This is an optimization exercise on Yosys and OpenROAD, whose aim is small area, not a production implementation. RTL that was checked went through simulation tests only; none was proved equivalent to the original. Power figures rest on the tool's default switching activity, not on a simulated workload.

==> flow/design.v <==
`timescale 1ns / 1ps
module dragonbridge_top(
		input wire clk,
		input wire rst_n,
		output wire[2:0] led,
		input wire rxd,
		output wire txd,
		output wire cs_n,
		output wire sck,
		output wire mosi,
		input wire miso,
		input wire i2c_sda_i,
		output wire i2c_sda_o,
		output wire i2c_scl_o
	);
	reg rst_s;
	reg rst;
	always @(posedge clk)
	begin
		rst_s <= ~rst_n;
		rst <= rst_s;
	end
	localparam[4:0] S_IDLE    = 5'h00;
	localparam[4:0] A_TEST    = 5'h01;
	localparam[4:0] A_BAUDH   = 5'h02;
	localparam[4:0] A_SPISPD  = 5'h03;
	localparam[4:0] A_SPIMODE = 5'h04;
	localparam[4:0] A_CS      = 5'h05;
	localparam[4:0] A_SPIGET  = 5'h06;
	localparam[4:0] A_I2CH    = 5'h07;
	localparam[4:0] I_DLY2S   = 5'h08;	 
	localparam[4:0] I_DLY2P   = 5'h09;
	localparam[4:0] A_WRGET   = 5'h0A;
	localparam[4:0] I_DLY2R   = 5'h0B;
	localparam[4:0] A_HACK    = 5'h0C;
	localparam[4:0] S_DLY     = 5'h0D;	 
	localparam[4:0] A_BAUDL   = 5'h10;
	localparam[4:0] A_I2CL    = 5'h11;
	localparam[4:0] S_SRQ     = 5'h12;	 
	localparam[4:0] S_SGT     = 5'h13;	 
	localparam[4:0] S_TXST    = 5'h14;	 
	localparam[4:0] S_TXW     = 5'h15;	 
	localparam[4:0] S_RDY     = 5'h16;	 
	localparam[4:0] I_DLY1    = 5'h17;
	localparam[4:0] I_FLAG    = 5'h18;	 
	localparam[4:0] I_CLK     = 5'h19;	 
	localparam[4:0] I_ACT     = 5'h1A;	 
	reg[4:0] st;
	reg[1:0] op;	 
	reg[8:0] udiv;	 
	reg bhi;
	reg[7:0] sdiv;
	reg cpol;
	reg cpha;
	reg cs_r;
	reg[15:0] idiv;
	reg hack;
	reg rx_s;
	reg rx_act;
	reg[8:0] rx_tmr;
	reg[9:0] rx_fr;
	wire rx_time = (rx_tmr == udiv);
	wire rdy = ~rx_fr[0] & ~rx_act;
	wire[7:0] rb = rx_fr[8:1];
	always @(posedge clk)
	begin
		rx_s <= rxd;
		if(rst)
			rx_act <= 1'b0;
		else if(~rx_fr[0] & rx_act)
			rx_act <= 1'b0;
		else if(~rx_s)
			rx_act <= 1'b1;
		if(~rx_act)
			rx_tmr <= {1'b0, udiv[8:1]};
		else if(rx_time)
			rx_tmr <= 9'd0;
		else
			rx_tmr <= rx_tmr + 9'd1;
		if(rst | ~rx_act)
			rx_fr <= 10'h3FF;
		else if(rx_time)
			rx_fr <= {rx_s, rx_fr[9:1]};
	end
	reg[8:0] D;	 
	reg[8:0] T;	 
	reg[3:0] C;	 
	reg txd_r;
	reg ack;
	reg sck_r;
	reg mosi_r;
	reg scl_r;
	reg sda_r;
	reg[15:0] cnt;
	wire p1 = (cnt == 16'd0);
	wire p2 = (cnt == {1'b0, idiv[15:1]});
	wire clk_act = (st == I_CLK) | (st == I_ACT);
	wire t_udiv = (T == udiv);
	wire t_sdiv = (T[7:0] == sdiv);
	wire pulse = (T[7:0] == 8'd0);
	wire c15 = (C == 4'hF);
	wire spi_last = (st == S_SGT) & pulse & c15;
	wire i_p1h = p1 & scl_r;
	wire i_p1l = p1 & ~scl_r;
	assign led = {cs_n, txd, rxd};
	assign txd = txd_r;
	assign cs_n = cs_r;
	assign sck = sck_r;
	assign mosi = mosi_r;
	assign i2c_sda_o = sda_r;
	assign i2c_scl_o = scl_r;
	always @(posedge clk)
	begin
		if(rst)
			cnt <= 16'd0;
		else if(cnt == idiv)
			cnt <= 16'd0;
		else
			cnt <= cnt + 16'd1;
		if(rst)
			scl_r <= 1'b1;
		else if(clk_act & p2)
			scl_r <= ~scl_r;
		if(rst)
			sda_r <= 1'b1;
		else if(((st == I_FLAG) | (st == I_CLK)) & ~op[1] & i_p1l)
			sda_r <= ~op[0];
		else if((st == I_CLK) & i_p1h)
			sda_r <= op[0];
		else if((st == I_ACT) & i_p1l)
			sda_r <= D[8];
		if((st == I_ACT) & i_p1h & c15)
			ack <= i2c_sda_i;
		case(st)
			S_SRQ, S_SGT: T <= (spi_last | t_sdiv) ? 9'd0 : T + 9'd1;
			S_TXW: T <= t_udiv ? 9'd0 : T + 9'd1;
			default: T <= 9'd0;
		endcase
		if(st == S_SRQ)
			C <= 4'd0;
		else if(st == S_SGT)
		begin
			if(pulse & ~c15)
				C <= C + 4'd1;
		end
		else if((st == I_FLAG) & op[1] & i_p1h)
			C <= 4'd6;
		else if((st == I_ACT) & i_p1l)
			C <= C + 4'd1;
		case(st)
			S_IDLE: if(rdy)
			begin
				if(rb == 8'h0B)
					D <= {~hack, 8'hFF};
				else
					D <= {8'h80, ~ack};
			end
			A_TEST, A_SPIGET, A_WRGET: if(rdy) D <= {1'b1, rb};
			S_SGT: if(pulse & C[0]) D <= {D[7:0], miso};
			I_FLAG: if(op[1] & i_p1h) D <= {D[7:0], D[8]};
			I_ACT: if(i_p1h)
			begin
				if(c15)
					D[8] <= 1'b1;
				else if(C != 4'd6)
					D <= {D[7:0], i2c_sda_i};
			end
			S_TXST: D[8] <= 1'b1;
			S_TXW: if(t_udiv) D <= {1'b0, D[8:1]};
			default: ;
		endcase
		if(rst)
			txd_r <= 1'b1;
		else if(st == S_TXST)
			txd_r <= 1'b0;
		else if((st == S_TXW) & t_udiv)
			txd_r <= D[0] | (D == 9'd0);
		if((st == A_BAUDH) & rdy)
			bhi <= rb[0];
		if(rst)
			st <= S_IDLE;
		else case(st)
			S_IDLE: if(rdy)
			begin
				op <= rb[1:0];
				st <= ((rb[7:4] == 4'h0) && (rb[3:1] != 3'b111)) ? {1'b0, rb[3:0]} : S_IDLE;
			end
			A_TEST: if(rdy) st <= S_TXST;
			A_BAUDH: if(rdy) st <= A_BAUDL;
			A_SPISPD, A_SPIMODE, A_CS, A_HACK, A_BAUDL, A_I2CL: if(rdy) st <= S_IDLE;
			A_SPIGET: if(rdy) st <= S_SRQ;
			A_I2CH: if(rdy) st <= A_I2CL;
			A_WRGET: if(rdy) st <= I_DLY1;
			I_DLY2S, I_DLY2P, I_DLY2R: st <= I_DLY1;
			S_DLY: st <= S_TXST;
			S_SRQ: st <= S_SGT;
			S_SGT: if(spi_last) st <= S_DLY;
			S_TXST: st <= S_TXW;
			S_TXW: if(t_udiv & (D == 9'd0)) st <= S_RDY;
			S_RDY: st <= S_IDLE;
			I_DLY1: st <= I_FLAG;
			I_FLAG: if(i_p1h) st <= op[1] ? I_ACT : I_CLK;
			I_CLK: if(i_p1h) st <= S_RDY;
			I_ACT: if(i_p1h & c15) st <= op[0] ? S_DLY : S_RDY;
			default: st <= S_IDLE;
		endcase
	end
	always @(posedge clk or posedge rst)
	begin
		if(rst)
		begin
			sck_r <= 1'b0;
			mosi_r <= 1'b0;
		end
		else
		begin
			if(st != S_SGT)
				sck_r <= cpol;
			else if(pulse)
				sck_r <= c15 ? cpol : ~sck_r;
			if((st == S_SRQ) & ~cpha)
				mosi_r <= D[7];
			else if((st == S_SGT) & pulse & ~c15)
			begin
				if(cpha & ~C[0])
					mosi_r <= D[7];
				else if(~cpha & C[0])
					mosi_r <= D[6];
			end
		end
	end
	always @(posedge clk or posedge rst)
	begin
		if(rst)
			cs_r <= 1'b0;
		else if(rdy & (st == A_CS))
			cs_r <= rb[0];
	end
	always @(posedge clk)
	begin
		if(rst)
		begin
			udiv <= 9'd433;
			sdiv <= 8'h00;
			cpol <= 1'b0;
			cpha <= 1'b0;
			idiv <= 16'h0000;
			hack <= 1'b0;
		end
		else if(rdy)
		begin
			case(st)
				A_BAUDL: udiv <= {bhi, rb};
				A_SPISPD: sdiv <= rb;
				A_SPIMODE:
				begin
					cpha <= rb[0];
					cpol <= rb[1];
				end
				A_I2CH: idiv[15:8] <= rb;
				A_I2CL: idiv[7:0] <= rb;
				A_HACK: hack <= rb[0];
				default: ;
			endcase
		end
	end
endmodule
make LEC_CHECK=0 CAP_MARGIN=20 CORE_MARGIN=2 CORE_UTILIZATION=60 CTS_BUF_LIST=sky130_fd_sc_hd__clkbuf_8 CTS_CLUSTER_DIAMETER=400 CTS_CLUSTER_SIZE=40 PLACE_DENSITY=0.75 SLEW_MARGIN=20 finish   # period 10.0 ns
run.sh (not shown) runs the stock make flow with config.mk's settings and CLKGATE_MAP_FILE= SYNTH_SCRIPT=/design/flow/synth_recipe.tcl, a recipe that flattens the netlist after the stock synthesis.
The baseline finished clean.
Change:
--- a/flow/config.mk
+++ b/flow/config.mk
@@ -10,5 +10,5 @@
 export CORE_UTILIZATION = 60
-export CTS_BUF_LIST = sky130_fd_sc_hd__clkbuf_8
+export CTS_BUF_LIST = sky130_fd_sc_hd__clkbuf_16
 export CTS_CLUSTER_DIAMETER = 400
-export CTS_CLUSTER_SIZE = 40
+export CTS_CLUSTER_SIZE = 60
 export PLACE_DENSITY = 0.75
What happened: Via count stays flat; synthesized area is unchanged; sequential cell count does not change; count of clock-buffer cells in the layout is unchanged; critical path depth is unchanged; die area is unchanged; routed wire length barely changes; synthesized cell count is unchanged; cell area went up slightly.
No run of this note included a check of the RTL's function; only the layout flow was run.

---

## run a
dragonbridge_top, a different RTL version from the one above (not shown whole).
Size in the first run: about 650 cells after synthesis, roughly 14 I/O pins, about 0.0061 mm² of cells after synthesis.
make LEC_CHECK=0 CAP_MARGIN=20 CORE_MARGIN=2 CORE_UTILIZATION=40 CTS_BUF_LIST=sky130_fd_sc_hd__clkbuf_8 CTS_CLUSTER_DIAMETER=100 CTS_CLUSTER_SIZE=30 PLACE_DENSITY=0.6 SLEW_MARGIN=20 finish   # period 10.0 ns
Run a finished end to end and its layout was clean on timing, DRC and antenna.
Setup changes, run a to run b
- removing CTS_BUF_LIST (formerly sky130_fd_sc_hd__clkbuf_8)
- setting ABC_AREA to 1 for the first time
- removing CTS_CLUSTER_SIZE (formerly 30)
- removing CTS_CLUSTER_DIAMETER (formerly 100)
==> notes.md <==
- Run b ended with every stage complete and zero timing, DRC or antenna violations.
- Of run b and run a, run b shows the lower number of iterations in the first detailed-routing pass, with run a above it.
- STATUS first-pass GRT wire length: run b loses against run a
- Run b against run a: routed wire length moved up; combinational share of power moved up.
- Power (higher): run b
- Between run a and run b, post-route cell area increased.
- Run b against run a: via count rose about 14%; number of logic inverters in the finished layout rose about 400%; number of non-clock buffers fell 3; post-route minimum period fell 0.0079 ns.
- Compared run a against run b; maximum achievable frequency within noise.

-- static timing again, ports no longer ideal --
In the flow no input, the clock included, has a driving cell. The finished layouts below were timed again as built, in two steps. Step 1 (the two cells are an assumption about what drives the block):
set clk [get_ports {clk}]
set_driving_cell -lib_cell sky130_fd_sc_hd__clkbuf_16 $clk
set_driving_cell -lib_cell sky130_fd_sc_hd__buf_2 [delete_from_list [all_inputs] $clk]
Step 2, shift: input delay + t, output delay - t, t = (earliest + latest rising clock arrival at the registers) / 2. This alone moves slack from input paths to output paths. Slacks: ideal ports / drivers / drivers and shift; pairs: ideal ports / drivers.
| run | t (ns) | setup slack, ns | slew at the worst register clock pin (ns) | pins driven straight from the clock port |
|---|---|---|---|---|
| the first run of note 1 | 0.414 | 4.995 / 4.969 / 4.969 | 0.11 / 0.11 | 1 |
| the second run of note 1 | 0.397 | 4.995 / 4.969 / 4.969 | 0.08 / 0.08 | 1 |
| run a | 0.432 | 4.995 / 4.974 / 4.974 | 0.11 / 0.11 | 1 |
| run b | 0.393 | 5.003 / 4.980 / 4.980 | 0.08 / 0.08 | 1 |
After both steps setup and hold are still met in every run listed.
